This is an optimization exercise on Yosys and OpenROAD, whose aim is small area and a short achievable clock period, not a production implementation.
The RTL was checked by simulation tests, not by an equivalence proof against the original design.
Power is estimated from default activity; no workload was simulated.

$ cat flow/config.mk
export PLATFORM = sky130hd
export DESIGN_NAME = SIMD
export DESIGN_NICKNAME = SIMD
export VERILOG_FILES = /design/flow/design.v
export SDC_FILE = /design/flow/constraint.sdc
export NUM_CORES = 4
export LEC_CHECK = 0
export CAP_MARGIN = 20
export CORE_MARGIN = 2
export CORE_UTILIZATION = 40
export SETUP_SLACK_MARGIN = 4
export SLEW_MARGIN = 20
export SYNTH_HIERARCHICAL = 1
export SYNTH_MINIMUM_KEEP_SIZE = 0
$ cat flow/constraint.sdc
create_clock -name core_clock -period 10.6 [get_ports {clk}]
set_input_delay 2.1200 -clock core_clock [delete_from_list [all_inputs] [get_ports {clk}]]
set_output_delay 2.1200 -clock core_clock [all_outputs]
set_load 0.01 [all_outputs]
$ cat flow/design.v
module SIMD(clk,rst,opcode,funct3,funct7,rd_data1,rd_data2,rd_data3,w_add,immed,instrc_add,wr_add,wr_data);
input clk;
input rst;
input [6:0] opcode;
input [2:0] funct3;
input [6:0] funct7;
input [15:0] rd_data1;
input [15:0] rd_data2;
input [15:0] rd_data3;
input [4:0] w_add;
input [11:0] immed;
output [6:0] instrc_add;
output [4:0] wr_add;
output [15:0] wr_data;
wire alu = (opcode == 7'b0111011);
wire mac = (opcode == 7'b1001011);
wire shl = (opcode == 7'b0100011) | (opcode == 7'b1010011);
wire shr = (opcode == 7'b1100011);
wire m16 = (funct3 == 3'b001);
wire m8  = (funct3 == 3'b010);
wire m4  = (funct3 == 3'b100);
wire op_add  = alu & (funct7 == 7'b0000000);
wire op_sub  = alu & (funct7 == 7'b0100000);
wire op_mul  = alu & (funct7 == 7'b1000001);
wire op_mulh = alu & (funct7 == 7'b1000010);
wire op_madd  = mac & (funct7[1:0] == 2'b01);
wire op_maddh = mac & (funct7[1:0] == 2'b10);
wire op_and = alu & (funct7 == 7'b0001000);
wire op_or  = alu & (funct7 == 7'b0010000);
wire op_xor = alu & (funct7 == 7'b0011000);
wire op_not = alu & (funct7 == 7'b0110000);
wire lov = op_add | op_sub | op_mul | op_madd;    
wire hiv = op_mulh | op_maddh;                    
wire [15:0] imm = {{4{immed[10]}}, immed};
wire [3:0] k = imm[3:0];
wire shz = |imm[15:4];                            
wire k0 = (k == 4'd0);
wire lg = op_and | op_or | op_xor | op_not;
wire sel_lo16 = lg | (m16 & lov) | shl | (shr & k0);
wire sel_hi16 = (m16 & hiv) | (shr & ~k0);
wire ar = opcode[3];                   
wire bmul = opcode[6] | funct7[6];     
wire blog = funct7[4] | funct7[3];     
wire addsub = ar & ~bmul & ~blog;
wire sub = addsub & funct7[5];
wire sgn = ar & ~opcode[6] & funct7[6] & funct7[1];    
wire s4 = sgn & funct3[2];
wire s8 = sgn & funct3[1];
wire s16 = sgn & funct3[0];
wire i_16 = s16;
wire i_4 = s4;
wire i_4_8 = s4 | s8;
wire i_4_8_16 = s4 | s8 | s16;
wire i_8 = s8;
wire i_8_16 = s8 | s16;
wire u0 = sub;
wire u8 = sub & funct3[2];
wire u16 = sub & ~funct3[0];
wire [15:0] a = rd_data1;
wire [4:0] sha = shr ? 5'd16 - {1'b0, k} : {1'b0, k};
wire [15:0] bsh = (16'h0001 << sha[3:0]) & {16{~shz & ~ar}};
wire [15:0] lane1 = {3'b000, funct3[2], 3'b000, ~funct3[0], 3'b000, funct3[2], 4'b0001};
wire [15:0] b = ({16{ar & bmul}} & rd_data2) | ({16{addsub}} & lane1) | bsh;
wire [15:0] b8 = b & {16{~funct3[2] | ~ar}};
wire [15:0] b16 = b & {16{funct3[0] | ~ar}};
wire [15:0] csrc = ({16{ar & opcode[6]}} & rd_data3) | ({16{addsub}} & (rd_data2 ^ {16{funct7[5]}}));
wire [31:0] cc = {4'h0,
                  csrc[15:12] & {4{funct3[2]}},
                  csrc[15:12] & {4{funct3[1]}},
                  csrc[11:8] & {4{~funct3[0]}},
                  csrc[15:12] & {4{funct3[0]}},
                  (csrc[11:8] & {4{funct3[0]}}) | (csrc[7:4] & {4{funct3[2]}}),
                  csrc[7:4] & {4{~funct3[2]}},
                  csrc[3:0]};
wire p8 = ~funct3[2];   
wire p16 = funct3[0];   
wire [15:0] lres = ({16{op_and}} & (rd_data1 & rd_data2)) |
                   ({16{op_or}}  & (rd_data1 | rd_data2)) |
                   ({16{op_xor}} & (rd_data1 ^ rd_data2)) |
                   ({16{op_not}} & ~rd_data1);
wire pp1, pp2, pp3, pp4, pp5, pp6, pp7, pp8, pp9, pp10, pp11, pp12, pp13, pp14, pp15, pp16, pp17, pp18, pp19, pp20, pp21, pp22, pp23, pp24, pp25, pp26, pp27, pp28, pp29, pp30, pp31, pp32, pp33, pp34, pp35, pp36, pp37, pp38, pp39, pp40, pp41, pp42, pp43, pp44, pp45, pp46, pp47, pp48, pp49, pp50, pp51, pp52, pp53, pp54, pp55, pp56, pp57, pp58, pp59, pp60, pp61, pp62, pp63, pp64, pp65, pp66, pp67, pp68, pp69, pp70, pp71, pp72, pp73, pp74, pp75, pp76, pp77, pp78, pp79, pp80, pp81, pp82, pp83, pp84, pp85, pp86, pp87, pp88, pp89, pp90, pp91, pp92, pp93, pp94, pp95, pp96, pp97, pp98, pp99, pp100, pp101, pp102, pp103, pp104, pp105, pp106, pp107, pp108, pp109, pp110, pp111, pp112, pp113, pp114, pp115, pp116, pp117, pp118, pp119, pp120, pp121, pp122, pp123, pp124, pp125, pp126, pp127, pp128, pp129, pp130, pp131, pp132, pp133, pp134, pp135, pp136, pp137, pp138, pp139, pp140, pp141, pp142, pp143, pp144, pp145, pp146, pp147, pp148, pp149, pp150, pp151, pp152, pp153, pp154, pp155, pp156, pp157, pp158, pp159, pp160, pp161, pp162, pp163, pp164, pp165, pp166, pp167, pp168, pp169, pp170, pp171, pp172, pp173, pp174, pp175, pp176, pp177, pp178, pp179, pp180, pp181, pp182, pp183, pp184, pp185, pp186, pp187, pp188, pp189, pp190, pp191, pp192, pp193, pp194, pp195, pp196, pp197, pp198, pp199, pp200, pp201, pp202, pp203, pp204, pp205, pp206, pp207, pp208, pp209, pp210, pp211, pp212, pp213, pp214, pp215, pp216, pp217, pp218, pp219, pp220, pp221, pp222, pp223, pp224, pp225, pp226, pp227, pp228, pp229, pp230, pp231, pp232, pp233, pp234, pp235, pp236, pp237, pp238, pp239, pp240, pp241, pp242, pp243, pp244, pp245, pp246, pp247, pp248, pp249, pp250, pp251, pp252, pp253, pp254, pp255, pp256, s257, c258, s259, c260, s261, c262, s263, c264, s265, c266, s267, c268, s269, c270, s271, c272, s273, c274, s275, c276, s277, c278, s279, c280, s281, c282, s283, c284, s285, c286, s287, c288, s289, c290, s291, c292, s293, c294, s295, c296, s297, c298, s299, c300, s301, c302, k303, s304, c305, k306, s307, c308, k309, s310, c311, k312, s313, c314, k315, s316, c317, k318, s319, c320, k321, s322, c323, s324, c325, s326, c327, s328, c329, s330, c331, s332, c333, s334, c335, s336, c337, s338, c339, s340, c341, s342, c343, s344, c345, s346, c347, s348, c349, s350, c351, s352, c353, s354, c355, s356, c357, s358, c359, s360, c361, s362, c363, s364, c365, s366, c367, s368, c369, s370, c371, s372, c373, s374, c375, s376, c377, s378, c379, s380, c381, s382, c383, s384, c385, s386, c387, s388, c389, s390, c391, s392, c393, s394, c395, s396, c397, s398, c399, s400, c401, s402, c403, s404, c405, s406, c407, s408, c409, s410, c411, s412, c413, s414, c415, s416, c417, s418, c419, s420, c421, s422, c423, s424, c425, s426, c427, s428, c429, s430, c431, s432, c433, s434, c435, s436, c437, s438, c439, s440, c441, s442, c443, s444, c445, s446, c447, s448, c449, s450, c451, s452, c453, s454, c455, s456, c457, s458, c459, s460, c461, s462, c463, s464, c465, s466, c467, s468, c469, s470, c471, s472, c473, s474, c475, s476, c477, s478, c479, k480, s481, c482, k483, s484, c485, k486, s487, c488, k489, s490, c491, k492, s493, c494, k495, s496, c497, k498, s499, c500, k501, s502, c503, k504, s505, c506, k507, s508, c509, k510, s511, c512, k513, s514, c515, k516, s517, c518, k519, s520, c521, k522, s523, c524, s525, c526, s527, c528, s529, c530, s531, c532, s533, c534, s535, c536, s537, c538, s539, c540, s541, c542, s543, c544, s545, c546, s547, c548, s549, c550, s551, c552, s553, c554, s555, c556, s557, c558, s559, c560, s561, c562, s563, c564, s565, c566, s567, c568, s569, c570, s571, c572, s573, c574, s575, c576, s577, c578, s579, c580, s581, c582, s583, c584, s585, c586, s587, c588, s589, c590, s591, c592, s593, c594, s595, c596, s597, c598, s599, c600, s601, c602, s603, c604, s605, c606, s607, c608, s609, c610, s611, c612, s613, c614, s615, c616, s617, c618, s619, c620, s621, c622, s623, c624, s625, c626, s627, c628, s629, c630, s631, c632, s633, c634, s635, c636, s637, c638, s639, c640, s641, c642, s643, c644, s645, c646, s647, c648, s649, c650, s651, c652, s653, c654, s655, c656, s657, c658, s659, c660, s661, c662, s663, c664, s665, c666, s667, c668, s669, c670, s671, c672, s673, c674, s675, c676, s677, c678, s679, c680, s681, c682, s683, c684, s685, c686, s687, c688, s689, c690, s691, c692, s693, c694, s695, c696, s697, c698, s699, c700, s701, c702, s703, c704, s705, c706, k707, s708, c709, k710, s711, c712, k713, s714, c715, k716, s717, c718, k719, s720, c721, k722, s723, c724, k725, s726, c727, k728, s729, c730, k731, s732, c733, s734, c735, s736, c737, s738, c739, s740, c741, s742, c743, s744, c745, s746, c747, s748, c749, s750, c751, s752, c753, s754, c755, s756, c757, s758, c759, s760, c761, s762, c763, s764, c765, s766, c767, s768, c769, s770, c771, s772, c773, s774, c775, s776, c777, s778, c779, s780, c781, s782, c783, s784, c785, s786, c787, s788, c789, s790, c791, s792, c793, s794, c795, s796, c797, s798, c799, s800, c801, s802, c803, s804, c805;
assign pp1 = a[0] & b[0];
assign pp2 = a[0] & b[1];
assign pp3 = a[0] & b[2];
assign pp4 = (a[0] & b[3]) ^ i_4;
assign pp5 = a[0] & b8[4];
assign pp6 = a[0] & b8[5];
assign pp7 = a[0] & b8[6];
assign pp8 = (a[0] & b8[7]) ^ i_8;
assign pp9 = a[0] & b16[8];
assign pp10 = a[0] & b16[9];
assign pp11 = a[0] & b16[10];
assign pp12 = a[0] & b16[11];
assign pp13 = a[0] & b16[12];
assign pp14 = a[0] & b16[13];
assign pp15 = a[0] & b16[14];
assign pp16 = (a[0] & b16[15]) ^ i_16;
assign pp17 = a[1] & b[0];
assign pp18 = a[1] & b[1];
assign pp19 = a[1] & b[2];
assign pp20 = (a[1] & b[3]) ^ i_4;
assign pp21 = a[1] & b8[4];
assign pp22 = a[1] & b8[5];
assign pp23 = a[1] & b8[6];
assign pp24 = (a[1] & b8[7]) ^ i_8;
assign pp25 = a[1] & b16[8];
assign pp26 = a[1] & b16[9];
assign pp27 = a[1] & b16[10];
assign pp28 = a[1] & b16[11];
assign pp29 = a[1] & b16[12];
assign pp30 = a[1] & b16[13];
assign pp31 = a[1] & b16[14];
assign pp32 = (a[1] & b16[15]) ^ i_16;
assign pp33 = a[2] & b[0];
assign pp34 = a[2] & b[1];
assign pp35 = a[2] & b[2];
assign pp36 = (a[2] & b[3]) ^ i_4;
assign pp37 = a[2] & b8[4];
assign pp38 = a[2] & b8[5];
assign pp39 = a[2] & b8[6];
assign pp40 = (a[2] & b8[7]) ^ i_8;
assign pp41 = a[2] & b16[8];
assign pp42 = a[2] & b16[9];
assign pp43 = a[2] & b16[10];
assign pp44 = a[2] & b16[11];
assign pp45 = a[2] & b16[12];
assign pp46 = a[2] & b16[13];
assign pp47 = a[2] & b16[14];
assign pp48 = (a[2] & b16[15]) ^ i_16;
assign pp49 = (a[3] & b[0]) ^ i_4;
assign pp50 = (a[3] & b[1]) ^ i_4;
assign pp51 = (a[3] & b[2]) ^ i_4;
assign pp52 = a[3] & b[3];
assign pp53 = a[3] & b8[4];
assign pp54 = a[3] & b8[5];
assign pp55 = a[3] & b8[6];
assign pp56 = (a[3] & b8[7]) ^ i_8;
assign pp57 = a[3] & b16[8];
assign pp58 = a[3] & b16[9];
assign pp59 = a[3] & b16[10];
assign pp60 = a[3] & b16[11];
assign pp61 = a[3] & b16[12];
assign pp62 = a[3] & b16[13];
assign pp63 = a[3] & b16[14];
assign pp64 = (a[3] & b16[15]) ^ i_16;
assign pp65 = a[4] & b8[0];
assign pp66 = a[4] & b8[1];
assign pp67 = a[4] & b8[2];
assign pp68 = a[4] & b8[3];
assign pp69 = a[4] & b[4];
assign pp70 = a[4] & b[5];
assign pp71 = a[4] & b[6];
assign pp72 = (a[4] & b[7]) ^ i_4_8;
assign pp73 = a[4] & b16[8];
assign pp74 = a[4] & b16[9];
assign pp75 = a[4] & b16[10];
assign pp76 = a[4] & b16[11];
assign pp77 = a[4] & b16[12];
assign pp78 = a[4] & b16[13];
assign pp79 = a[4] & b16[14];
assign pp80 = (a[4] & b16[15]) ^ i_16;
assign pp81 = a[5] & b8[0];
assign pp82 = a[5] & b8[1];
assign pp83 = a[5] & b8[2];
assign pp84 = a[5] & b8[3];
assign pp85 = a[5] & b[4];
assign pp86 = a[5] & b[5];
assign pp87 = a[5] & b[6];
assign pp88 = (a[5] & b[7]) ^ i_4_8;
assign pp89 = a[5] & b16[8];
assign pp90 = a[5] & b16[9];
assign pp91 = a[5] & b16[10];
assign pp92 = a[5] & b16[11];
assign pp93 = a[5] & b16[12];
assign pp94 = a[5] & b16[13];
assign pp95 = a[5] & b16[14];
assign pp96 = (a[5] & b16[15]) ^ i_16;
assign pp97 = a[6] & b8[0];
assign pp98 = a[6] & b8[1];
assign pp99 = a[6] & b8[2];
assign pp100 = a[6] & b8[3];
assign pp101 = a[6] & b[4];
assign pp102 = a[6] & b[5];
assign pp103 = a[6] & b[6];
assign pp104 = (a[6] & b[7]) ^ i_4_8;
assign pp105 = a[6] & b16[8];
assign pp106 = a[6] & b16[9];
assign pp107 = a[6] & b16[10];
assign pp108 = a[6] & b16[11];
assign pp109 = a[6] & b16[12];
assign pp110 = a[6] & b16[13];
assign pp111 = a[6] & b16[14];
assign pp112 = (a[6] & b16[15]) ^ i_16;
assign pp113 = (a[7] & b8[0]) ^ i_8;
assign pp114 = (a[7] & b8[1]) ^ i_8;
assign pp115 = (a[7] & b8[2]) ^ i_8;
assign pp116 = (a[7] & b8[3]) ^ i_8;
assign pp117 = (a[7] & b[4]) ^ i_4_8;
assign pp118 = (a[7] & b[5]) ^ i_4_8;
assign pp119 = (a[7] & b[6]) ^ i_4_8;
assign pp120 = a[7] & b[7];
assign pp121 = a[7] & b16[8];
assign pp122 = a[7] & b16[9];
assign pp123 = a[7] & b16[10];
assign pp124 = a[7] & b16[11];
assign pp125 = a[7] & b16[12];
assign pp126 = a[7] & b16[13];
assign pp127 = a[7] & b16[14];
assign pp128 = (a[7] & b16[15]) ^ i_16;
assign pp129 = a[8] & b16[0];
assign pp130 = a[8] & b16[1];
assign pp131 = a[8] & b16[2];
assign pp132 = a[8] & b16[3];
assign pp133 = a[8] & b16[4];
assign pp134 = a[8] & b16[5];
assign pp135 = a[8] & b16[6];
assign pp136 = a[8] & b16[7];
assign pp137 = a[8] & b[8];
assign pp138 = a[8] & b[9];
assign pp139 = a[8] & b[10];
assign pp140 = (a[8] & b[11]) ^ i_4;
assign pp141 = a[8] & b8[12];
assign pp142 = a[8] & b8[13];
assign pp143 = a[8] & b8[14];
assign pp144 = (a[8] & b8[15]) ^ i_8_16;
assign pp145 = a[9] & b16[0];
assign pp146 = a[9] & b16[1];
assign pp147 = a[9] & b16[2];
assign pp148 = a[9] & b16[3];
assign pp149 = a[9] & b16[4];
assign pp150 = a[9] & b16[5];
assign pp151 = a[9] & b16[6];
assign pp152 = a[9] & b16[7];
assign pp153 = a[9] & b[8];
assign pp154 = a[9] & b[9];
assign pp155 = a[9] & b[10];
assign pp156 = (a[9] & b[11]) ^ i_4;
assign pp157 = a[9] & b8[12];
assign pp158 = a[9] & b8[13];
assign pp159 = a[9] & b8[14];
assign pp160 = (a[9] & b8[15]) ^ i_8_16;
assign pp161 = a[10] & b16[0];
assign pp162 = a[10] & b16[1];
assign pp163 = a[10] & b16[2];
assign pp164 = a[10] & b16[3];
assign pp165 = a[10] & b16[4];
assign pp166 = a[10] & b16[5];
assign pp167 = a[10] & b16[6];
assign pp168 = a[10] & b16[7];
assign pp169 = a[10] & b[8];
assign pp170 = a[10] & b[9];
assign pp171 = a[10] & b[10];
assign pp172 = (a[10] & b[11]) ^ i_4;
assign pp173 = a[10] & b8[12];
assign pp174 = a[10] & b8[13];
assign pp175 = a[10] & b8[14];
assign pp176 = (a[10] & b8[15]) ^ i_8_16;
assign pp177 = a[11] & b16[0];
assign pp178 = a[11] & b16[1];
assign pp179 = a[11] & b16[2];
assign pp180 = a[11] & b16[3];
assign pp181 = a[11] & b16[4];
assign pp182 = a[11] & b16[5];
assign pp183 = a[11] & b16[6];
assign pp184 = a[11] & b16[7];
assign pp185 = (a[11] & b[8]) ^ i_4;
assign pp186 = (a[11] & b[9]) ^ i_4;
assign pp187 = (a[11] & b[10]) ^ i_4;
assign pp188 = a[11] & b[11];
assign pp189 = a[11] & b8[12];
assign pp190 = a[11] & b8[13];
assign pp191 = a[11] & b8[14];
assign pp192 = (a[11] & b8[15]) ^ i_8_16;
assign pp193 = a[12] & b16[0];
assign pp194 = a[12] & b16[1];
assign pp195 = a[12] & b16[2];
assign pp196 = a[12] & b16[3];
assign pp197 = a[12] & b16[4];
assign pp198 = a[12] & b16[5];
assign pp199 = a[12] & b16[6];
assign pp200 = a[12] & b16[7];
assign pp201 = a[12] & b8[8];
assign pp202 = a[12] & b8[9];
assign pp203 = a[12] & b8[10];
assign pp204 = a[12] & b8[11];
assign pp205 = a[12] & b[12];
assign pp206 = a[12] & b[13];
assign pp207 = a[12] & b[14];
assign pp208 = (a[12] & b[15]) ^ i_4_8_16;
assign pp209 = a[13] & b16[0];
assign pp210 = a[13] & b16[1];
assign pp211 = a[13] & b16[2];
assign pp212 = a[13] & b16[3];
assign pp213 = a[13] & b16[4];
assign pp214 = a[13] & b16[5];
assign pp215 = a[13] & b16[6];
assign pp216 = a[13] & b16[7];
assign pp217 = a[13] & b8[8];
assign pp218 = a[13] & b8[9];
assign pp219 = a[13] & b8[10];
assign pp220 = a[13] & b8[11];
assign pp221 = a[13] & b[12];
assign pp222 = a[13] & b[13];
assign pp223 = a[13] & b[14];
assign pp224 = (a[13] & b[15]) ^ i_4_8_16;
assign pp225 = a[14] & b16[0];
assign pp226 = a[14] & b16[1];
assign pp227 = a[14] & b16[2];
assign pp228 = a[14] & b16[3];
assign pp229 = a[14] & b16[4];
assign pp230 = a[14] & b16[5];
assign pp231 = a[14] & b16[6];
assign pp232 = a[14] & b16[7];
assign pp233 = a[14] & b8[8];
assign pp234 = a[14] & b8[9];
assign pp235 = a[14] & b8[10];
assign pp236 = a[14] & b8[11];
assign pp237 = a[14] & b[12];
assign pp238 = a[14] & b[13];
assign pp239 = a[14] & b[14];
assign pp240 = (a[14] & b[15]) ^ i_4_8_16;
assign pp241 = (a[15] & b16[0]) ^ i_16;
assign pp242 = (a[15] & b16[1]) ^ i_16;
assign pp243 = (a[15] & b16[2]) ^ i_16;
assign pp244 = (a[15] & b16[3]) ^ i_16;
assign pp245 = (a[15] & b16[4]) ^ i_16;
assign pp246 = (a[15] & b16[5]) ^ i_16;
assign pp247 = (a[15] & b16[6]) ^ i_16;
assign pp248 = (a[15] & b16[7]) ^ i_16;
assign pp249 = (a[15] & b8[8]) ^ i_8_16;
assign pp250 = (a[15] & b8[9]) ^ i_8_16;
assign pp251 = (a[15] & b8[10]) ^ i_8_16;
assign pp252 = (a[15] & b8[11]) ^ i_8_16;
assign pp253 = (a[15] & b[12]) ^ i_4_8_16;
assign pp254 = (a[15] & b[13]) ^ i_4_8_16;
assign pp255 = (a[15] & b[14]) ^ i_4_8_16;
assign pp256 = a[15] & b[15];
SIMD_ha us257 (.a(u0), .b(cc[0]), .s(s257), .co(c258));
SIMD_fa us259 (.a(cc[1]), .b(pp17), .c(pp2), .s(s259), .co(c260));
SIMD_fa us261 (.a(cc[2]), .b(pp18), .c(pp3), .s(s261), .co(c262));
SIMD_ha us263 (.a(pp33), .b(c260), .s(s263), .co(c264));
SIMD_fa us265 (.a(cc[3]), .b(pp19), .c(pp34), .s(s265), .co(c266));
SIMD_fa us267 (.a(pp4), .b(pp49), .c(c262), .s(s267), .co(c268));
SIMD_ha us269 (.a(s265), .b(c264), .s(s269), .co(c270));
SIMD_fa us271 (.a((s4)), .b(cc[4]), .c(pp35), .s(s271), .co(c272));
SIMD_fa us273 (.a(pp5), .b(pp65), .c(pp20), .s(s273), .co(c274));
SIMD_fa us275 (.a(pp50), .b(c266), .c(s271), .s(s275), .co(c276));
SIMD_fa us277 (.a(s273), .b(c268), .c(c270), .s(s277), .co(c278));
SIMD_fa us279 (.a(cc[5]), .b(pp21), .c(pp6), .s(s279), .co(c280));
SIMD_fa us281 (.a(pp66), .b(pp81), .c(pp36), .s(s281), .co(c282));
SIMD_fa us283 (.a(pp51), .b(c272), .c(s279), .s(s283), .co(c284));
SIMD_fa us285 (.a(c274), .b(s281), .c(c276), .s(s285), .co(c286));
SIMD_ha us287 (.a(s283), .b(c278), .s(s287), .co(c288));
SIMD_fa us289 (.a(cc[6]), .b(pp22), .c(pp37), .s(s289), .co(c290));
SIMD_fa us291 (.a(pp52), .b(pp67), .c(pp7), .s(s291), .co(c292));
SIMD_fa us293 (.a(pp82), .b(pp97), .c(c280), .s(s293), .co(c294));
SIMD_fa us295 (.a(s289), .b(s291), .c(c282), .s(s295), .co(c296));
SIMD_fa us297 (.a(c284), .b(s293), .c(s295), .s(s297), .co(c298));
SIMD_ha us299 (.a(c286), .b(c288), .s(s299), .co(c300));
SIMD_fa us301 (.a((s4)), .b(cc[7]), .c(pp23), .s(s301), .co(c302));
assign k303 = c302 & p8;
SIMD_fa us304 (.a(pp38), .b(pp53), .c(pp68), .s(s304), .co(c305));
assign k306 = c305 & p8;
SIMD_fa us307 (.a(pp83), .b(pp98), .c(pp113), .s(s307), .co(c308));
assign k309 = c308 & p8;
SIMD_fa us310 (.a(pp8), .b(c290), .c(c292), .s(s310), .co(c311));
assign k312 = c311 & p8;
SIMD_fa us313 (.a(s301), .b(s304), .c(s307), .s(s313), .co(c314));
assign k315 = c314 & p8;
SIMD_fa us316 (.a(c294), .b(s310), .c(c296), .s(s316), .co(c317));
assign k318 = c317 & p8;
SIMD_fa us319 (.a(s313), .b(c298), .c(s316), .s(s319), .co(c320));
assign k321 = c320 & p8;
SIMD_fa us322 (.a((s8)), .b(u8), .c(cc[8]), .s(s322), .co(c323));
SIMD_fa us324 (.a(pp129), .b(pp39), .c(pp54), .s(s324), .co(c325));
SIMD_fa us326 (.a(pp69), .b(pp84), .c(pp9), .s(s326), .co(c327));
SIMD_fa us328 (.a(pp99), .b(pp114), .c(pp24), .s(s328), .co(c329));
SIMD_fa us330 (.a(s322), .b(s324), .c(s326), .s(s330), .co(c331));
SIMD_fa us332 (.a(k303), .b(k306), .c(s328), .s(s332), .co(c333));
SIMD_fa us334 (.a(k309), .b(k312), .c(s330), .s(s334), .co(c335));
SIMD_fa us336 (.a(s332), .b(k315), .c(s334), .s(s336), .co(c337));
SIMD_ha us338 (.a(k318), .b(s336), .s(s338), .co(c339));
SIMD_fa us340 (.a(cc[9]), .b(pp10), .c(pp100), .s(s340), .co(c341));
SIMD_fa us342 (.a(pp130), .b(pp145), .c(pp25), .s(s342), .co(c343));
SIMD_fa us344 (.a(pp55), .b(pp70), .c(pp85), .s(s344), .co(c345));
SIMD_fa us346 (.a(pp115), .b(pp40), .c(c323), .s(s346), .co(c347));
SIMD_fa us348 (.a(c325), .b(c327), .c(s340), .s(s348), .co(c349));
SIMD_fa us350 (.a(s342), .b(s344), .c(c329), .s(s350), .co(c351));
SIMD_fa us352 (.a(c331), .b(s346), .c(s348), .s(s352), .co(c353));
SIMD_fa us354 (.a(c333), .b(s350), .c(c335), .s(s354), .co(c355));
SIMD_fa us356 (.a(s352), .b(c337), .c(s354), .s(s356), .co(c357));
SIMD_fa us358 (.a(cc[10]), .b(pp101), .c(pp11), .s(s358), .co(c359));
SIMD_fa us360 (.a(pp131), .b(pp146), .c(pp161), .s(s360), .co(c361));
SIMD_fa us362 (.a(pp26), .b(pp41), .c(pp71), .s(s362), .co(c363));
SIMD_fa us364 (.a(pp86), .b(pp116), .c(pp56), .s(s364), .co(c365));
SIMD_fa us366 (.a(c341), .b(c343), .c(c345), .s(s366), .co(c367));
SIMD_fa us368 (.a(s358), .b(s360), .c(s362), .s(s368), .co(c369));
SIMD_fa us370 (.a(s364), .b(c347), .c(c349), .s(s370), .co(c371));
SIMD_fa us372 (.a(s366), .b(c351), .c(s368), .s(s372), .co(c373));
SIMD_fa us374 (.a(c353), .b(s370), .c(s372), .s(s374), .co(c375));
SIMD_ha us376 (.a(c355), .b(s374), .s(s376), .co(c377));
SIMD_fa us378 (.a(cc[11]), .b(pp102), .c(pp12), .s(s378), .co(c379));
SIMD_fa us380 (.a(pp132), .b(pp147), .c(pp162), .s(s380), .co(c381));
SIMD_fa us382 (.a(pp177), .b(pp27), .c(pp42), .s(s382), .co(c383));
SIMD_fa us384 (.a(pp57), .b(pp87), .c(pp117), .s(s384), .co(c385));
SIMD_fa us386 (.a(pp72), .b(c359), .c(c361), .s(s386), .co(c387));
SIMD_fa us388 (.a(c363), .b(s378), .c(s380), .s(s388), .co(c389));
SIMD_fa us390 (.a(s382), .b(c365), .c(s384), .s(s390), .co(c391));
SIMD_fa us392 (.a(c367), .b(c369), .c(s386), .s(s392), .co(c393));
SIMD_fa us394 (.a(s388), .b(s390), .c(c371), .s(s394), .co(c395));
SIMD_fa us396 (.a(c373), .b(s392), .c(s394), .s(s396), .co(c397));
SIMD_ha us398 (.a(c375), .b(c377), .s(s398), .co(c399));
SIMD_fa us400 (.a((s4)), .b(cc[12]), .c(pp103), .s(s400), .co(c401));
SIMD_fa us402 (.a(pp13), .b(pp133), .c(pp148), .s(s402), .co(c403));
SIMD_fa us404 (.a(pp163), .b(pp178), .c(pp193), .s(s404), .co(c405));
SIMD_fa us406 (.a(pp28), .b(pp43), .c(pp58), .s(s406), .co(c407));
SIMD_fa us408 (.a(pp73), .b(pp118), .c(pp88), .s(s408), .co(c409));
SIMD_fa us410 (.a(c379), .b(c381), .c(c383), .s(s410), .co(c411));
SIMD_fa us412 (.a(s400), .b(s402), .c(s404), .s(s412), .co(c413));
SIMD_fa us414 (.a(s406), .b(c385), .c(s408), .s(s414), .co(c415));
SIMD_fa us416 (.a(c387), .b(c389), .c(s410), .s(s416), .co(c417));
SIMD_fa us418 (.a(s412), .b(c391), .c(s414), .s(s418), .co(c419));
SIMD_fa us420 (.a(c393), .b(s416), .c(c395), .s(s420), .co(c421));
SIMD_fa us422 (.a(s418), .b(c397), .c(s420), .s(s422), .co(c423));
SIMD_fa us424 (.a(cc[13]), .b(pp134), .c(pp14), .s(s424), .co(c425));
SIMD_fa us426 (.a(pp149), .b(pp164), .c(pp179), .s(s426), .co(c427));
SIMD_fa us428 (.a(pp194), .b(pp209), .c(pp29), .s(s428), .co(c429));
SIMD_fa us430 (.a(pp44), .b(pp59), .c(pp74), .s(s430), .co(c431));
SIMD_fa us432 (.a(pp89), .b(pp104), .c(pp119), .s(s432), .co(c433));
SIMD_fa us434 (.a(c401), .b(c403), .c(c405), .s(s434), .co(c435));
SIMD_fa us436 (.a(c407), .b(s424), .c(s426), .s(s436), .co(c437));
SIMD_fa us438 (.a(s428), .b(s430), .c(c409), .s(s438), .co(c439));
SIMD_fa us440 (.a(s432), .b(c411), .c(c413), .s(s440), .co(c441));
SIMD_fa us442 (.a(s434), .b(s436), .c(c415), .s(s442), .co(c443));
SIMD_fa us444 (.a(s438), .b(c417), .c(s440), .s(s444), .co(c445));
SIMD_fa us446 (.a(c419), .b(s442), .c(s444), .s(s446), .co(c447));
SIMD_ha us448 (.a(c421), .b(s446), .s(s448), .co(c449));
SIMD_fa us450 (.a(cc[14]), .b(pp105), .c(pp120), .s(s450), .co(c451));
SIMD_fa us452 (.a(pp135), .b(pp15), .c(pp150), .s(s452), .co(c453));
SIMD_fa us454 (.a(pp165), .b(pp180), .c(pp195), .s(s454), .co(c455));
SIMD_fa us456 (.a(pp210), .b(pp225), .c(pp30), .s(s456), .co(c457));
SIMD_fa us458 (.a(pp45), .b(pp60), .c(pp75), .s(s458), .co(c459));
SIMD_fa us460 (.a(pp90), .b(c425), .c(c427), .s(s460), .co(c461));
SIMD_fa us462 (.a(c429), .b(c431), .c(s450), .s(s462), .co(c463));
SIMD_fa us464 (.a(s452), .b(s454), .c(s456), .s(s464), .co(c465));
SIMD_fa us466 (.a(s458), .b(c433), .c(c435), .s(s466), .co(c467));
SIMD_fa us468 (.a(c437), .b(s460), .c(c439), .s(s468), .co(c469));
SIMD_fa us470 (.a(s462), .b(s464), .c(c441), .s(s470), .co(c471));
SIMD_fa us472 (.a(s466), .b(c443), .c(s468), .s(s472), .co(c473));
SIMD_fa us474 (.a(c445), .b(s470), .c(s472), .s(s474), .co(c475));
SIMD_ha us476 (.a(c447), .b(s474), .s(s476), .co(c477));
SIMD_fa us478 (.a((s4 | s8)), .b(cc[15]), .c(pp106), .s(s478), .co(c479));
assign k480 = c479 & p16;
SIMD_fa us481 (.a(pp121), .b(pp136), .c(pp151), .s(s481), .co(c482));
assign k483 = c482 & p16;
SIMD_fa us484 (.a(pp166), .b(pp181), .c(pp196), .s(s484), .co(c485));
assign k486 = c485 & p16;
SIMD_fa us487 (.a(pp211), .b(pp226), .c(pp31), .s(s487), .co(c488));
assign k489 = c488 & p16;
SIMD_fa us490 (.a(pp46), .b(pp61), .c(pp76), .s(s490), .co(c491));
assign k492 = c491 & p16;
SIMD_fa us493 (.a(pp91), .b(pp16), .c(pp241), .s(s493), .co(c494));
assign k495 = c494 & p16;
SIMD_fa us496 (.a(c451), .b(c453), .c(c455), .s(s496), .co(c497));
assign k498 = c497 & p16;
SIMD_fa us499 (.a(c457), .b(c459), .c(s478), .s(s499), .co(c500));
assign k501 = c500 & p16;
SIMD_fa us502 (.a(s481), .b(s484), .c(s487), .s(s502), .co(c503));
assign k504 = c503 & p16;
SIMD_fa us505 (.a(s490), .b(s493), .c(c461), .s(s505), .co(c506));
assign k507 = c506 & p16;
SIMD_fa us508 (.a(c463), .b(c465), .c(s496), .s(s508), .co(c509));
assign k510 = c509 & p16;
SIMD_fa us511 (.a(s499), .b(s502), .c(c467), .s(s511), .co(c512));
assign k513 = c512 & p16;
SIMD_fa us514 (.a(s505), .b(c469), .c(s508), .s(s514), .co(c515));
assign k516 = c515 & p16;
SIMD_fa us517 (.a(c471), .b(s511), .c(c473), .s(s517), .co(c518));
assign k519 = c518 & p16;
SIMD_fa us520 (.a(s514), .b(c475), .c(s517), .s(s520), .co(c521));
assign k522 = c521 & p16;
SIMD_fa us523 (.a((s16)), .b(u16), .c(cc[16]), .s(s523), .co(c524));
SIMD_fa us525 (.a(pp107), .b(pp122), .c(pp137), .s(s525), .co(c526));
SIMD_fa us527 (.a(pp152), .b(pp167), .c(pp182), .s(s527), .co(c528));
SIMD_fa us529 (.a(pp197), .b(pp212), .c(pp227), .s(s529), .co(c530));
SIMD_fa us531 (.a(pp47), .b(pp62), .c(pp77), .s(s531), .co(c532));
SIMD_fa us533 (.a(pp92), .b(pp242), .c(pp32), .s(s533), .co(c534));
SIMD_fa us535 (.a(s523), .b(s525), .c(s527), .s(s535), .co(c536));
SIMD_fa us537 (.a(s529), .b(s531), .c(k480), .s(s537), .co(c538));
SIMD_fa us539 (.a(k483), .b(k486), .c(k489), .s(s539), .co(c540));
SIMD_fa us541 (.a(k492), .b(s533), .c(k495), .s(s541), .co(c542));
SIMD_fa us543 (.a(k498), .b(s535), .c(k501), .s(s543), .co(c544));
SIMD_fa us545 (.a(k504), .b(s537), .c(s539), .s(s545), .co(c546));
SIMD_fa us547 (.a(s541), .b(k507), .c(k510), .s(s547), .co(c548));
SIMD_fa us549 (.a(s543), .b(s545), .c(k513), .s(s549), .co(c550));
SIMD_fa us551 (.a(k516), .b(s547), .c(s549), .s(s551), .co(c552));
SIMD_ha us553 (.a(k519), .b(s551), .s(s553), .co(c554));
SIMD_fa us555 (.a(cc[17]), .b(pp108), .c(pp123), .s(s555), .co(c556));
SIMD_fa us557 (.a(pp138), .b(pp153), .c(pp168), .s(s557), .co(c558));
SIMD_fa us559 (.a(pp183), .b(pp198), .c(pp213), .s(s559), .co(c560));
SIMD_fa us561 (.a(pp228), .b(pp63), .c(pp78), .s(s561), .co(c562));
SIMD_fa us563 (.a(pp93), .b(pp243), .c(pp48), .s(s563), .co(c564));
SIMD_fa us565 (.a(c524), .b(c526), .c(c528), .s(s565), .co(c566));
SIMD_fa us567 (.a(c530), .b(c532), .c(s555), .s(s567), .co(c568));
SIMD_fa us569 (.a(s557), .b(s559), .c(s561), .s(s569), .co(c570));
SIMD_fa us571 (.a(c534), .b(s563), .c(c536), .s(s571), .co(c572));
SIMD_fa us573 (.a(s565), .b(c538), .c(c540), .s(s573), .co(c574));
SIMD_fa us575 (.a(s567), .b(s569), .c(c542), .s(s575), .co(c576));
SIMD_fa us577 (.a(s571), .b(c544), .c(c546), .s(s577), .co(c578));
SIMD_fa us579 (.a(s573), .b(s575), .c(c548), .s(s579), .co(c580));
SIMD_fa us581 (.a(s577), .b(c550), .c(s579), .s(s581), .co(c582));
SIMD_ha us583 (.a(c552), .b(s581), .s(s583), .co(c584));
SIMD_fa us585 (.a(cc[18]), .b(pp109), .c(pp124), .s(s585), .co(c586));
SIMD_fa us587 (.a(pp139), .b(pp154), .c(pp169), .s(s587), .co(c588));
SIMD_fa us589 (.a(pp184), .b(pp199), .c(pp214), .s(s589), .co(c590));
SIMD_fa us591 (.a(pp229), .b(pp79), .c(pp94), .s(s591), .co(c592));
SIMD_fa us593 (.a(pp244), .b(pp64), .c(c556), .s(s593), .co(c594));
SIMD_fa us595 (.a(c558), .b(c560), .c(c562), .s(s595), .co(c596));
SIMD_fa us597 (.a(s585), .b(s587), .c(s589), .s(s597), .co(c598));
SIMD_fa us599 (.a(s591), .b(c564), .c(c566), .s(s599), .co(c600));
SIMD_fa us601 (.a(c568), .b(c570), .c(s593), .s(s601), .co(c602));
SIMD_fa us603 (.a(s595), .b(s597), .c(c572), .s(s603), .co(c604));
SIMD_fa us605 (.a(s599), .b(c574), .c(s601), .s(s605), .co(c606));
SIMD_fa us607 (.a(c576), .b(s603), .c(c578), .s(s607), .co(c608));
SIMD_fa us609 (.a(s605), .b(c580), .c(s607), .s(s609), .co(c610));
SIMD_ha us611 (.a(c582), .b(s609), .s(s611), .co(c612));
SIMD_fa us613 (.a(cc[19]), .b(pp110), .c(pp125), .s(s613), .co(c614));
SIMD_fa us615 (.a(pp155), .b(pp170), .c(pp200), .s(s615), .co(c616));
SIMD_fa us617 (.a(pp215), .b(pp230), .c(pp95), .s(s617), .co(c618));
SIMD_fa us619 (.a(pp140), .b(pp185), .c(pp245), .s(s619), .co(c620));
SIMD_fa us621 (.a(pp80), .b(c586), .c(c588), .s(s621), .co(c622));
SIMD_fa us623 (.a(c590), .b(c592), .c(s613), .s(s623), .co(c624));
SIMD_fa us625 (.a(s615), .b(s617), .c(s619), .s(s625), .co(c626));
SIMD_fa us627 (.a(c594), .b(c596), .c(c598), .s(s627), .co(c628));
SIMD_fa us629 (.a(s621), .b(s623), .c(c600), .s(s629), .co(c630));
SIMD_fa us631 (.a(s625), .b(c602), .c(s627), .s(s631), .co(c632));
SIMD_fa us633 (.a(c604), .b(s629), .c(c606), .s(s633), .co(c634));
SIMD_fa us635 (.a(s631), .b(c608), .c(s633), .s(s635), .co(c636));
SIMD_ha us637 (.a(c610), .b(s635), .s(s637), .co(c638));
SIMD_fa us639 (.a((s4)), .b(cc[20]), .c(pp111), .s(s639), .co(c640));
SIMD_fa us641 (.a(pp126), .b(pp141), .c(pp171), .s(s641), .co(c642));
SIMD_fa us643 (.a(pp201), .b(pp216), .c(pp231), .s(s643), .co(c644));
SIMD_fa us645 (.a(pp156), .b(pp186), .c(pp246), .s(s645), .co(c646));
SIMD_fa us647 (.a(pp96), .b(c614), .c(c616), .s(s647), .co(c648));
SIMD_fa us649 (.a(c618), .b(s639), .c(s641), .s(s649), .co(c650));
SIMD_fa us651 (.a(s643), .b(c620), .c(s645), .s(s651), .co(c652));
SIMD_fa us653 (.a(c622), .b(c624), .c(s647), .s(s653), .co(c654));
SIMD_fa us655 (.a(s649), .b(c626), .c(s651), .s(s655), .co(c656));
SIMD_fa us657 (.a(c628), .b(s653), .c(c630), .s(s657), .co(c658));
SIMD_fa us659 (.a(s655), .b(c632), .c(s657), .s(s659), .co(c660));
SIMD_fa us661 (.a(c634), .b(s659), .c(c636), .s(s661), .co(c662));
SIMD_fa us663 (.a(cc[21]), .b(pp127), .c(pp142), .s(s663), .co(c664));
SIMD_fa us665 (.a(pp157), .b(pp202), .c(pp217), .s(s665), .co(c666));
SIMD_fa us667 (.a(pp232), .b(pp112), .c(pp172), .s(s667), .co(c668));
SIMD_fa us669 (.a(pp187), .b(pp247), .c(c640), .s(s669), .co(c670));
SIMD_fa us671 (.a(c642), .b(c644), .c(s663), .s(s671), .co(c672));
SIMD_fa us673 (.a(s665), .b(c646), .c(s667), .s(s673), .co(c674));
SIMD_fa us675 (.a(c648), .b(c650), .c(s669), .s(s675), .co(c676));
SIMD_fa us677 (.a(s671), .b(c652), .c(s673), .s(s677), .co(c678));
SIMD_fa us679 (.a(c654), .b(s675), .c(c656), .s(s679), .co(c680));
SIMD_fa us681 (.a(s677), .b(c658), .c(s679), .s(s681), .co(c682));
SIMD_ha us683 (.a(c660), .b(s681), .s(s683), .co(c684));
SIMD_fa us685 (.a(cc[22]), .b(pp143), .c(pp158), .s(s685), .co(c686));
SIMD_fa us687 (.a(pp173), .b(pp188), .c(pp203), .s(s687), .co(c688));
SIMD_fa us689 (.a(pp218), .b(pp233), .c(pp128), .s(s689), .co(c690));
SIMD_fa us691 (.a(pp248), .b(c664), .c(c666), .s(s691), .co(c692));
SIMD_fa us693 (.a(s685), .b(s687), .c(c668), .s(s693), .co(c694));
SIMD_fa us695 (.a(s689), .b(c670), .c(c672), .s(s695), .co(c696));
SIMD_fa us697 (.a(s691), .b(c674), .c(s693), .s(s697), .co(c698));
SIMD_fa us699 (.a(c676), .b(s695), .c(c678), .s(s699), .co(c700));
SIMD_fa us701 (.a(s697), .b(c680), .c(s699), .s(s701), .co(c702));
SIMD_ha us703 (.a(c682), .b(s701), .s(s703), .co(c704));
SIMD_fa us705 (.a((s4)), .b(cc[23]), .c(pp159), .s(s705), .co(c706));
assign k707 = c706 & p8;
SIMD_fa us708 (.a(pp174), .b(pp189), .c(pp204), .s(s708), .co(c709));
assign k710 = c709 & p8;
SIMD_fa us711 (.a(pp219), .b(pp234), .c(pp144), .s(s711), .co(c712));
assign k713 = c712 & p8;
SIMD_fa us714 (.a(pp249), .b(c686), .c(c688), .s(s714), .co(c715));
assign k716 = c715 & p8;
SIMD_fa us717 (.a(s705), .b(s708), .c(c690), .s(s717), .co(c718));
assign k719 = c718 & p8;
SIMD_fa us720 (.a(s711), .b(c692), .c(s714), .s(s720), .co(c721));
assign k722 = c721 & p8;
SIMD_fa us723 (.a(c694), .b(s717), .c(c696), .s(s723), .co(c724));
assign k725 = c724 & p8;
SIMD_fa us726 (.a(s720), .b(c698), .c(s723), .s(s726), .co(c727));
assign k728 = c727 & p8;
SIMD_fa us729 (.a(c700), .b(s726), .c(c702), .s(s729), .co(c730));
assign k731 = c730 & p8;
SIMD_fa us732 (.a((s8)), .b(u8), .c(cc[24]), .s(s732), .co(c733));
SIMD_fa us734 (.a(pp175), .b(pp190), .c(pp205), .s(s734), .co(c735));
SIMD_fa us736 (.a(pp220), .b(pp235), .c(pp160), .s(s736), .co(c737));
SIMD_fa us738 (.a(pp250), .b(s732), .c(s734), .s(s738), .co(c739));
SIMD_fa us740 (.a(k707), .b(k710), .c(s736), .s(s740), .co(c741));
SIMD_fa us742 (.a(k713), .b(k716), .c(s738), .s(s742), .co(c743));
SIMD_fa us744 (.a(k719), .b(s740), .c(k722), .s(s744), .co(c745));
SIMD_fa us746 (.a(s742), .b(k725), .c(s744), .s(s746), .co(c747));
SIMD_ha us748 (.a(k728), .b(s746), .s(s748), .co(c749));
SIMD_fa us750 (.a(cc[25]), .b(pp191), .c(pp206), .s(s750), .co(c751));
SIMD_fa us752 (.a(pp221), .b(pp236), .c(pp176), .s(s752), .co(c753));
SIMD_fa us754 (.a(pp251), .b(c733), .c(c735), .s(s754), .co(c755));
SIMD_fa us756 (.a(s750), .b(c737), .c(s752), .s(s756), .co(c757));
SIMD_fa us758 (.a(c739), .b(s754), .c(c741), .s(s758), .co(c759));
SIMD_fa us760 (.a(s756), .b(c743), .c(s758), .s(s760), .co(c761));
SIMD_fa us762 (.a(c745), .b(s760), .c(c747), .s(s762), .co(c763));
SIMD_fa us764 (.a(cc[26]), .b(pp207), .c(pp222), .s(s764), .co(c765));
SIMD_fa us766 (.a(pp237), .b(pp192), .c(pp252), .s(s766), .co(c767));
SIMD_fa us768 (.a(c751), .b(s764), .c(c753), .s(s768), .co(c769));
SIMD_fa us770 (.a(s766), .b(c755), .c(c757), .s(s770), .co(c771));
SIMD_fa us772 (.a(s768), .b(c759), .c(s770), .s(s772), .co(c773));
SIMD_ha us774 (.a(c761), .b(s772), .s(s774), .co(c775));
SIMD_fa us776 (.a(cc[27]), .b(pp223), .c(pp238), .s(s776), .co(c777));
SIMD_fa us778 (.a(pp208), .b(pp253), .c(c765), .s(s778), .co(c779));
SIMD_fa us780 (.a(s776), .b(c767), .c(s778), .s(s780), .co(c781));
SIMD_fa us782 (.a(c769), .b(s780), .c(c771), .s(s782), .co(c783));
SIMD_ha us784 (.a(c773), .b(s782), .s(s784), .co(c785));
SIMD_fa us786 (.a((s4)), .b(cc[28]), .c(pp239), .s(s786), .co(c787));
SIMD_fa us788 (.a(pp224), .b(pp254), .c(c777), .s(s788), .co(c789));
SIMD_fa us790 (.a(s786), .b(c779), .c(s788), .s(s790), .co(c791));
SIMD_fa us792 (.a(c781), .b(s790), .c(c783), .s(s792), .co(c793));
SIMD_fa us794 (.a(cc[29]), .b(pp240), .c(pp255), .s(s794), .co(c795));
SIMD_fa us796 (.a(c787), .b(s794), .c(c789), .s(s796), .co(c797));
SIMD_ha us798 (.a(c791), .b(s796), .s(s798), .co(c799));
SIMD_fa us800 (.a(cc[30]), .b(pp256), .c(c795), .s(s800), .co(c801));
SIMD_ha us802 (.a(s800), .b(c797), .s(s802), .co(c803));
SIMD_fa us804 (.a((s4 | s8 | s16)), .b(cc[31]), .c(c801), .s(s804), .co(c805));
wire [31:0] tx = {c803, c799, c793, c785, c775, c763, c749, k731, c704, c684, c662, c638, c612, c584, c554, k522, c477, c449, c423, c399, s396, c357, c339, k321, c300, s297, s285, s275, s267, s261, c258, pp1};
wire [31:0] ty = {s804, s802, s798, s792, s784, s774, s762, s748, s729, s703, s683, s661, s637, s611, s583, s553, s520, s476, s448, s422, s398, s376, s356, s338, s319, s299, s287, s277, s269, s263, s259, s257};
reg [4:0] pc;
reg [4:0] wr_add_r;
always @(posedge clk) begin
    if (!rst) begin
        pc <= 5'd0;
        wr_add_r <= 5'd0;
    end else begin
        pc <= pc + 5'd1;
        wr_add_r <= w_add;
    end
end
assign instrc_add = {pc, 2'b00};
assign wr_add = wr_add_r;
wire [31:0] nx = tx | {16'h0000, lres};
reg [31:0] rx, ry;
reg r_k8, r_k16;
reg [5:0] rsel;
always @(posedge clk) begin
    rx <= nx;
    ry <= ty;
    r_k8 <= p8;
    r_k16 <= p16;
    if (!rst) rsel <= 6'd0;
    else rsel <= {m4 & hiv, m4 & lov, m8 & hiv, m8 & lov, sel_hi16, sel_lo16};
end
wire [34:0] gx = {rx[31:24], r_k8, rx[23:16], r_k16, rx[15:8], r_k8, rx[7:0]};
wire [34:0] gy = {ry[31:24], 1'b0, ry[23:16], 1'b0, ry[15:8], 1'b0, ry[7:0]};
wire [34:0] gs = gx + gy;
wire [31:0] P = {gs[34:27], gs[25:18], gs[16:9], gs[7:0]};
wire [15:0] res = ({16{rsel[0]}} & P[15:0]) | ({16{rsel[1]}} & P[31:16]) |
                  ({16{rsel[2]}} & {P[23:16], P[7:0]}) | ({16{rsel[3]}} & {P[31:24], P[15:8]}) |
                  ({16{rsel[4]}} & {P[27:24], P[19:16], P[11:8], P[3:0]}) |
                  ({16{rsel[5]}} & {P[31:28], P[23:20], P[15:12], P[7:4]});
assign wr_data = res;
endmodule
module SIMD_fa(input a, input b, input c, output s, output co);
assign s = a ^ b ^ c;
assign co = (a & b) | (c & (a ^ b));
endmodule
module SIMD_ha(input a, input b, output s, output co);
assign s = a ^ b;
assign co = a & b;
endmodule
$ cat flow/run.sh
#!/bin/bash
# synth_recipe.tcl (not shown) runs the flow's synth.tcl, then flattens the netlist and writes it again
# the make line also repeats each setting of config.mk as NAME=value (left out here)
make -C /OpenROAD-flow-scripts/flow DESIGN_CONFIG=/design/flow/config.mk WORK_HOME=/design/flow/orfs CLKGATE_MAP_FILE= SYNTH_SCRIPT=/design/flow/synth_recipe.tcl finish
==> key figures, run 1 <==
Layout
  • Antenna diodes: 0
  • Seq. cell area: 1642 sq um
  • Layout area overhead: 26.64%
  • Post-layout instance area: 16710 sq um
  • Final nets: 1980
  • Multi-input gate area: 11850 sq um
  • Post-route insts no fill: 2017
  • # fillers: 3023
  • Commonest non-fill, non-tap cell in the layout: nor2_1
  • Share of cells above drive strength 1: 0.2152
  • Commonest non-fill, non-tap cells in the layout: 171 x nor2_1, 166 x fa_1, 109 x nand2_1, 92 x clkdlybuf4s50_1, 82 x dfxtp_1

Power
  • Maximum VDD drop: 0.08319 mV
  • Leakage: 7.539 nW
  • Pwr Density: 115.0 nW/um^2

Run
  • Max cap viols: 0

Synth
  • Register area share after synthesis: 0.1244
  • Synth warn: 7
  • Main synth FF type: dfxtp_1
  • Post-synthesis register bit count: 82
  • Asr flop ratio synth: 0
  • Count of flip-flops with a built-in enable after synthesis: 0
  • Avg Inst Size Synth: 9.380 sq um
  • Synth Instances: 1407
  • Mapped Area: 13200 sq um
  • Distinct cell type count of the synthesized netlist: 76

Clock tree
  • CTS Root Cell: clkbuf_16
  • Num CTS Buffers: 9
  • CTS clk-pin slew, worst paths: 0.07 ns
  • CTS Buffer Depth: 2
  • CTS tree: built
  • Hold-fix buffers, CTS: 0
  • CTS H-tree depth: 3
  • Clock Latency Late Sink: 0.35 ns
  • # clock sinks: 82

GRT
  • GRT Max-Usage Layer: met2
  • Grt ovf: 0
  • GR Layer Usage met3: 0.08022
  • Initial antenna violation count: 1
  • Vias in the first global route: 12030
  • Met2 Usage GRT: 0.4446
  • Pin count of the biggest net entering global routing: 54
  • Overall Global Routing Usage: 0.2978
  • M1 GR Usage: 0.3950
  • First-pass GRT wire length: 74.78 mm

Placed design
  • Pre-CTS setup slack: 2.438 ns
  • Post-placement cell area: 14810 sq um
  • DP HPWL: 38.07 mm
  • Gpl congestion: 0.9912
  • Dpl cells: 1903
  • Port bufs: 109

Route
  • ANT nets after route: 0
  • DRC violations left: 0
  • Avg WL per Cell: 25.24 microns
  • Routed wire length: 50.92 mm
  • Initial DRC Count: 1328
  • Vias per inst: 5.864
  • 1st-pass router iterations: 7
  • Vias: 11830

Critical path
  • Critical Path Fanout Max: 7
  • Critical Path Sink Type: register
  • Nature of the critical path startpoint: primary input
  • Crit path launch: opcode[3]
  • Setup CP Type: in -> reg
  • CP required: 10.84 ns
  • FF-to-FF Start: pc[0]
  • CP arrival: 7.04 ns

Timing
  • Setup TNS Final: 0 ns
  • Final setup fails: 0
  • Final Max Slew Viols: 0
  • Tightest Pin Transition: 1.159 ns
  • Min Tclk post-route: 6.805 ns
  • Max frequency: 0.1469 GHz
  • Final Cycle Share: 0.6420
  • Clock Skew: 0.004767 ns
  • Fin. Hold Viols: 0
  • Final WS setup: 3.795 ns
  • RSZ-0062 raised after global routing: yes
  • Slew Limit Headroom: 0.2246

Status
  • Status: timing/DRC/antenna clean

Floorplanning
  • Row count: 66
  • Die footprint: 34460 sq um
  • Core box area: 32540 sq um
  • Die H: 185.6 microns
  • I/O pin count: 112
  • Starting Density: 0.4056
  • DIE WIDTH: 185.6 microns

Worst hold path
  • Hold path startpoint: pc[0]
  • Hold WC Path Type: reg -> reg
[stage by stage]
stage	power [W]	utilization	hold slack, ns
after global placement	0.001459	0.4553	0.4539
after CTS	0.001864	0.4949	0.4914
after global routing	0.002040	0.5137	0.5147
final	0.001922	0.5137	0.4886
after detailed placement	0.001468	0.4553	0.4703
after floorplan	0.001104	-	0.4759
[what timing repair did]
item | in CTS | in global routing
pin swaps | 36 | 56
gates cloned | 4 | 0
setup endpoints to repair | 49 | 30
gates resized for setup | 142 | 90
buffers inserted | 64 | 30
[metal layers]
| layer | vias up | wire [microns] |
|---|---|---|
| met5 | - | 14 |
| met4 | 2 | 3206 |
| met3 | 191 | 5374 |
| met2 | 723 | 21530 |
| met1 | 5838 | 20790 |
| li1 | 5073 | - |
[cell families after synthesis]
family          synth area share
mux                     0.009955
compound gates            0.1201
fa+ha+maj                 0.4450
buf+inv                  0.03849
xor+xnor                 0.06238
other cells            0.0002841
simple gates              0.1994
flops                     0.1244
[final cells by class]
type	count	share of cell area
Clock buffer	9	0.01348
Clock inverter	7	0.006288
Multi-Input combinational cell	1206	0.7088
Timing Repair Buffer	222	0.1280
Tap cell	442	0.03309
Inverter	49	0.01213
Sequential cell	82	0.09822
[power breakdown]
group	internal [W]	total [W]	leakage, nW	switching (W)
clock	0.000210	0.000344	0.159	0.000134
combinational	0.000469	0.00116	6.70	0.000694
sequential	0.000385	0.000415	0.678	0.0000298
total	0.00106	0.00192	7.54	0.000858
[worst max-delay path, cell delays in order]
cell      delay (ns)
buf_12          0.10
and4bb_4        0.36
o311ai_4        0.11
xor2_2          0.21
buf_4           0.17
nor3_2          0.12
buf_4           0.18
buf_4           0.11
a22oi_2         0.06
buf_6           0.17
nor3_1          0.28
fa_2            0.51
fa_2            0.36
fa_2            0.40
fa_2            0.55
fa_2            0.45
fa_2            0.57
ha_4            0.20
[modules after synthesis (local to each module, per instance)]
module / flops+latches / area, sq um
SIMD: 82 / 8170
SIMD_fa: 0 / 20.02
SIMD_ha: 0 / 12.51
[synth_stat cells, types with 3 or more instances]
master | n | share of area
and2_1 | 59 | 0.028
and3_1 | 16 | 0.0076
nand4_1 | 5 | 0.0024
ha_1 | 87 | 0.082
xnor2_1 | 58 | 0.038
inv_1 | 47 | 0.013
a22oi_2 | 4 | 0.0038
a22o_1 | 15 | 0.010
nor4_1 | 4 | 0.0019
nor2b_1 | 44 | 0.021
buf_4 | 6 | 0.0034
a221oi_2 | 3 | 0.0034
nor2_1 | 184 | 0.052
nand2b_1 | 5 | 0.0024
nand3b_1 | 7 | 0.0040
mux2i_1 | 12 | 0.0091
o21ai_0 | 29 | 0.011
o21bai_1 | 3 | 0.0017
or2_2 | 3 | 0.0014
a211oi_1 | 35 | 0.020
o211ai_1 | 7 | 0.0040
fa_1 | 239 | 0.36
xor2_1 | 36 | 0.024
buf_2 | 7 | 0.0027
a21o_1 | 13 | 0.0074
nand2_1 | 121 | 0.034
o31ai_1 | 6 | 0.0034
o221ai_1 | 3 | 0.0020
clkbuf_1 | 60 | 0.017
nand3_1 | 21 | 0.0080
o21a_1 | 7 | 0.0040
nor3_1 | 72 | 0.027
dfxtp_1 | 82 | 0.12
a221oi_1 | 5 | 0.0033
o2111ai_1 | 3 | 0.0020
a222oi_1 | 9 | 0.0068
a21oi_1 | 25 | 0.0095
a31oi_1 | 4 | 0.0019
a22oi_1 | 13 | 0.0074
[path summary, 6_finish.rpt]
kind / cells past startpoint / slack, ns / to
min reg2reg: 1 / 0.49 / pc[0]
max reg2reg: 4 / 9.53 / pc[4]
max: 18 / 3.79 / ry[18]
min: 1 / 0.49 / pc[0]
[sequential cells by signal, summed over array words and instances, names as in the netlist]
| name | cells |
|---|---|
| ry | 32 |
| wr_add_r | 5 |
| pc | 5 |
| rsel | 6 |
| r_k8 | 1 |
| r_k16 | 1 |
| rx | 32 |
==> run 2: changes to the inputs <==
--- a/flow/config.mk
+++ b/flow/config.mk
@@ -5,10 +5,10 @@
 export SDC_FILE = /design/flow/constraint.sdc
 export NUM_CORES = 4
 export LEC_CHECK = 0
-export CAP_MARGIN = 20
+export CAP_MARGIN = 0
 export CORE_MARGIN = 2
 export CORE_UTILIZATION = 40
 export SETUP_SLACK_MARGIN = 4
-export SLEW_MARGIN = 20
+export SLEW_MARGIN = 0
 export SYNTH_HIERARCHICAL = 1
 export SYNTH_MINIMUM_KEEP_SIZE = 0
==> run 2 against run 1 <==
Net effect:
- still clean
- utilization is the same
- count of clock-buffer cells in the layout did not move
- area after synthesis stayed put
- first-iteration DRC count unchanged
- worst setup slack did not move
- critical path depth unchanged
- global-route usage did not move
==> key figures, run 2 <==
Power
  • Maximum VDD drop: 0.08319 mV
  • Pwr Density: 115.0 nW/um^2
  • Leakage: 7.539 nW

GRT
  • Pin count of the biggest net entering global routing: 54
  • First-pass GRT wire length: 74.78 mm
  • Initial antenna violation count: 1
  • Vias in the first global route: 12030
  • Overall Global Routing Usage: 0.2978
  • Grt ovf: 0

Layout
  • Commonest non-fill, non-tap cells in the layout: 171 x nor2_1, 166 x fa_1, 109 x nand2_1, 92 x clkdlybuf4s50_1, 82 x dfxtp_1
  • Layout area overhead: 26.64%
  • Commonest non-fill, non-tap cell in the layout: nor2_1
  • Share of cells above drive strength 1: 0.2152
  • Seq. cell area: 1642 sq um
  • Top Registers: rx x32, ry x32, rsel x6
  • Antenna diodes: 0
  • Final nets: 1980
  • # fillers: 3023
  • Multi-input gate area: 11850 sq um

Critical path
  • Nature of the critical path startpoint: primary input
  • CP arrival: 7.04 ns
  • Critical Path Sink Type: register
  • Critical Path Fanout Max: 7
  • Setup CP Type: in -> reg
  • CP required: 10.84 ns
  • Reg2Reg Depth: 4
  • R2R Setup Slk: 9.53 ns
  • FF-to-FF Start: pc[0]
  • Reg-to-reg endpoint: pc[4]

Synth
  • Yosys top cell by area: fa_1
  • Post-synthesis register bit count: 82
  • Synth top cells by count: 239 x fa_1, 184 x nor2_1, 121 x nand2_1
  • Avg Inst Size Synth: 9.380 sq um
  • Main synth FF type: dfxtp_1
  • Synth warn: 7
  • Largest family of logic cells by synthesized area: adder cells
  • Synth area leaders: fa_1 36%, dfxtp_1 12%, ha_1 8.2%
  • Multiplexer share of the synthesized area: 0.009954
  • Synth Area in Compound Gates: 0.1201
  • Post-Synth Adder-Cell Area: 0.4450
  • Asr flop ratio synth: 0
  • Top-count cell post-synth: fa_1
  • Share of the synthesized area in the top cell type: 0.3625
  • Distinct cell type count of the synthesized netlist: 76
  • Xor/xnor share of the synthesized area: 0.06238
  • Count of flip-flops with a built-in enable after synthesis: 0
  • Mapped Area: 13200 sq um
  • Simple-gate share of the synthesized area: 0.1994
  • Synth Instances: 1407
  • Register area share after synthesis: 0.1244

Timing
  • Fin. Hold Viols: 0
  • Final setup fails: 0
  • Tightest Pin Transition: 1.159 ns
  • RSZ-0062 raised after global routing: yes
  • Final Cycle Share: 0.6420
  • Max frequency: 0.1469 GHz
  • Final WS setup: 3.795 ns
  • Min Tclk post-route: 6.805 ns
  • Setup TNS Final: 0 ns
  • Final Max Slew Viols: 0
  • Clock Skew: 0.004767 ns
  • Slew Limit Headroom: 0.2246

Clock tree
  • Hold-fix buffers, CTS: 0
  • CTS Buffer Depth: 2
  • Clock Latency Late Sink: 0.35 ns
  • # clock sinks: 82
  • CTS H-tree depth: 3
  • CTS Root Cell: clkbuf_16
  • Num CTS Buffers: 9
  • CTS clk-pin slew, worst paths: 0.07 ns
  • CTS tree: built

Floorplanning
  • Core box area: 32540 sq um
  • Row count: 66
  • Starting Density: 0.4056
  • DIE WIDTH: 185.6 microns
  • I/O pin count: 112
  • Die footprint: 34460 sq um
  • Die H: 185.6 microns

Route
  • Initial DRC Count: 1328
  • ANT nets after route: 0
  • 1st-pass router iterations: 7
  • DRC violations left: 0
  • Avg WL per Cell: 25.24 microns
  • Vias: 11830
  • Routed wire length: 50.92 mm
  • Vias per inst: 5.864

Placed design
  • DP HPWL: 38.07 mm
  • Pre-CTS setup slack: 2.438 ns
  • Port bufs: 109
  • Gpl congestion: 0.9912

Worst hold path
  • WHS Path Cells: 1
  • Hold WC Path Type: reg -> reg
  • Hold path startpoint: pc[0]
  • Hold endpoint: pc[0]

Status
  • Status: timing/DRC/antenna clean

Run
  • Max cap viols: 0
run 2: worst max path at each step:
stage               startpoint      to  cells past startpoint
global placement     opcode[3]  ry[18]                     16
global route         opcode[3]  ry[18]                     19
CTS                  opcode[2]  ry[20]                     18
finish               opcode[3]  ry[18]                     18
detailed placement   opcode[3]  ry[18]                     15
floorplan            opcode[3]  ry[17]                     16
run 2: metal layers:
layer | track usage | vias up | wire length [microns]
met5 | 0 | - | 14
met4 | 0.1575 | 2 | 3206
met3 | 0.08022 | 191 | 5374
met2 | 0.4446 | 723 | 21530
met1 | 0.3950 | 5838 | 20790
li1 | - | 5073 | -
run 2: final cells by class:
type / count / area share
clock inverters: 7 / 0.006288
repair buffers: 222 / 0.1280
inverters: 49 / 0.01213
well taps: 442 / 0.03309
multi-input cells: 1206 / 0.7088
flip-flops and latches: 82 / 0.09822
clock buffers: 9 / 0.01348
run 2: kinds of logic after synthesis:
| family | Yosys count |
|---|---|
| and+or+nand+nor | 556 |
| adders and majority gates | 326 |
| AOI/OAI and AO/OA | 210 |
| buffers and inverters | 125 |
| xor gates and xnor gates | 94 |
| DFF | 82 |
| muxes | 13 |
| other | 1 |
run 2: modules after synthesis, one instance, submodules excluded:
module / cells / copies in the design / cell area (sq um)
SIMD_ha: 1 / 21 / 12.51
SIMD: 1148 / 1 / 8170
SIMD_fa: 1 / 238 / 20.02
run 2: timing repair:
action                                  in CTS  in global routing
pin swaps                                   36                 56
resized for setup                          142                 90
endpoints found under the hold margin        0                  0
gates cloned                                 4                  0
endpoints found under the setup margin      49                 30
setup buffers                               64                 30
run 2: power breakdown:
part	internal, W	switching, W	leakage, nW	total [W]
Combinational	0.000469	0.000694	6.70	0.00116
Sequential	0.000385	0.0000298	0.678	0.000415
Clock	0.000210	0.000134	0.159	0.000344
run 2: worst max-delay path: stages:
cell and delay, ns:
buf_12 0.10, and4bb_4 0.36, o311ai_4 0.11, xor2_2 0.21, buf_4 0.17, nor3_2 0.12
buf_4 0.18, buf_4 0.11, a22oi_2 0.06, buf_6 0.17, nor3_1 0.28, fa_2 0.51
fa_2 0.36, fa_2 0.40, fa_2 0.55, fa_2 0.45, fa_2 0.57, ha_4 0.20
run 2: per-stage QoR:
step / instance area [sq um] / std cells / hold slack, ns / power, W / util
after floorplan: 13390 / 1412 / 0.4759 / 0.001104 / -
after global placement: 14810 / 1903 / 0.4539 / 0.001459 / 0.4553
after detailed placement: 14810 / 1903 / 0.4703 / 0.001468 / 0.4553
after CTS: 16100 / 1987 / 0.4914 / 0.001864 / 0.4949
after global routing: 16710 / 2017 / 0.5147 / 0.002040 / 0.5137
final: 16710 / 2017 / 0.4886 / 0.001922 / 0.5137

[re-timing with driven ports]
In the flow no input, the clock included, has a driving cell. The finished layouts below were timed again as built, in two steps. Step 1 (the two cells are an assumption about what drives the block):
set clk [get_ports {clk}]
set_driving_cell -lib_cell sky130_fd_sc_hd__clkbuf_16 $clk
set_driving_cell -lib_cell sky130_fd_sc_hd__buf_2 [delete_from_list [all_inputs] $clk]
Step 2 also shifts input and output timing later by t, the mid clock arrival at the registers, as if the neighbouring blocks saw the same clock. a / b / c = ideal ports / drivers / drivers and shift; a / b = the first two.
run | t, ns | setup WS [ns] | worst setup path after step 2 | slew at the worst register clock pin (ns)
run 1 | 0.379 | 3.795 / 3.787 / 3.408 | input to register | 0.07 / 0.07
run 2 | 0.379 | 3.795 / 3.787 / 3.408 | input to register | 0.07 / 0.07
After both steps every run listed still meets setup and hold.
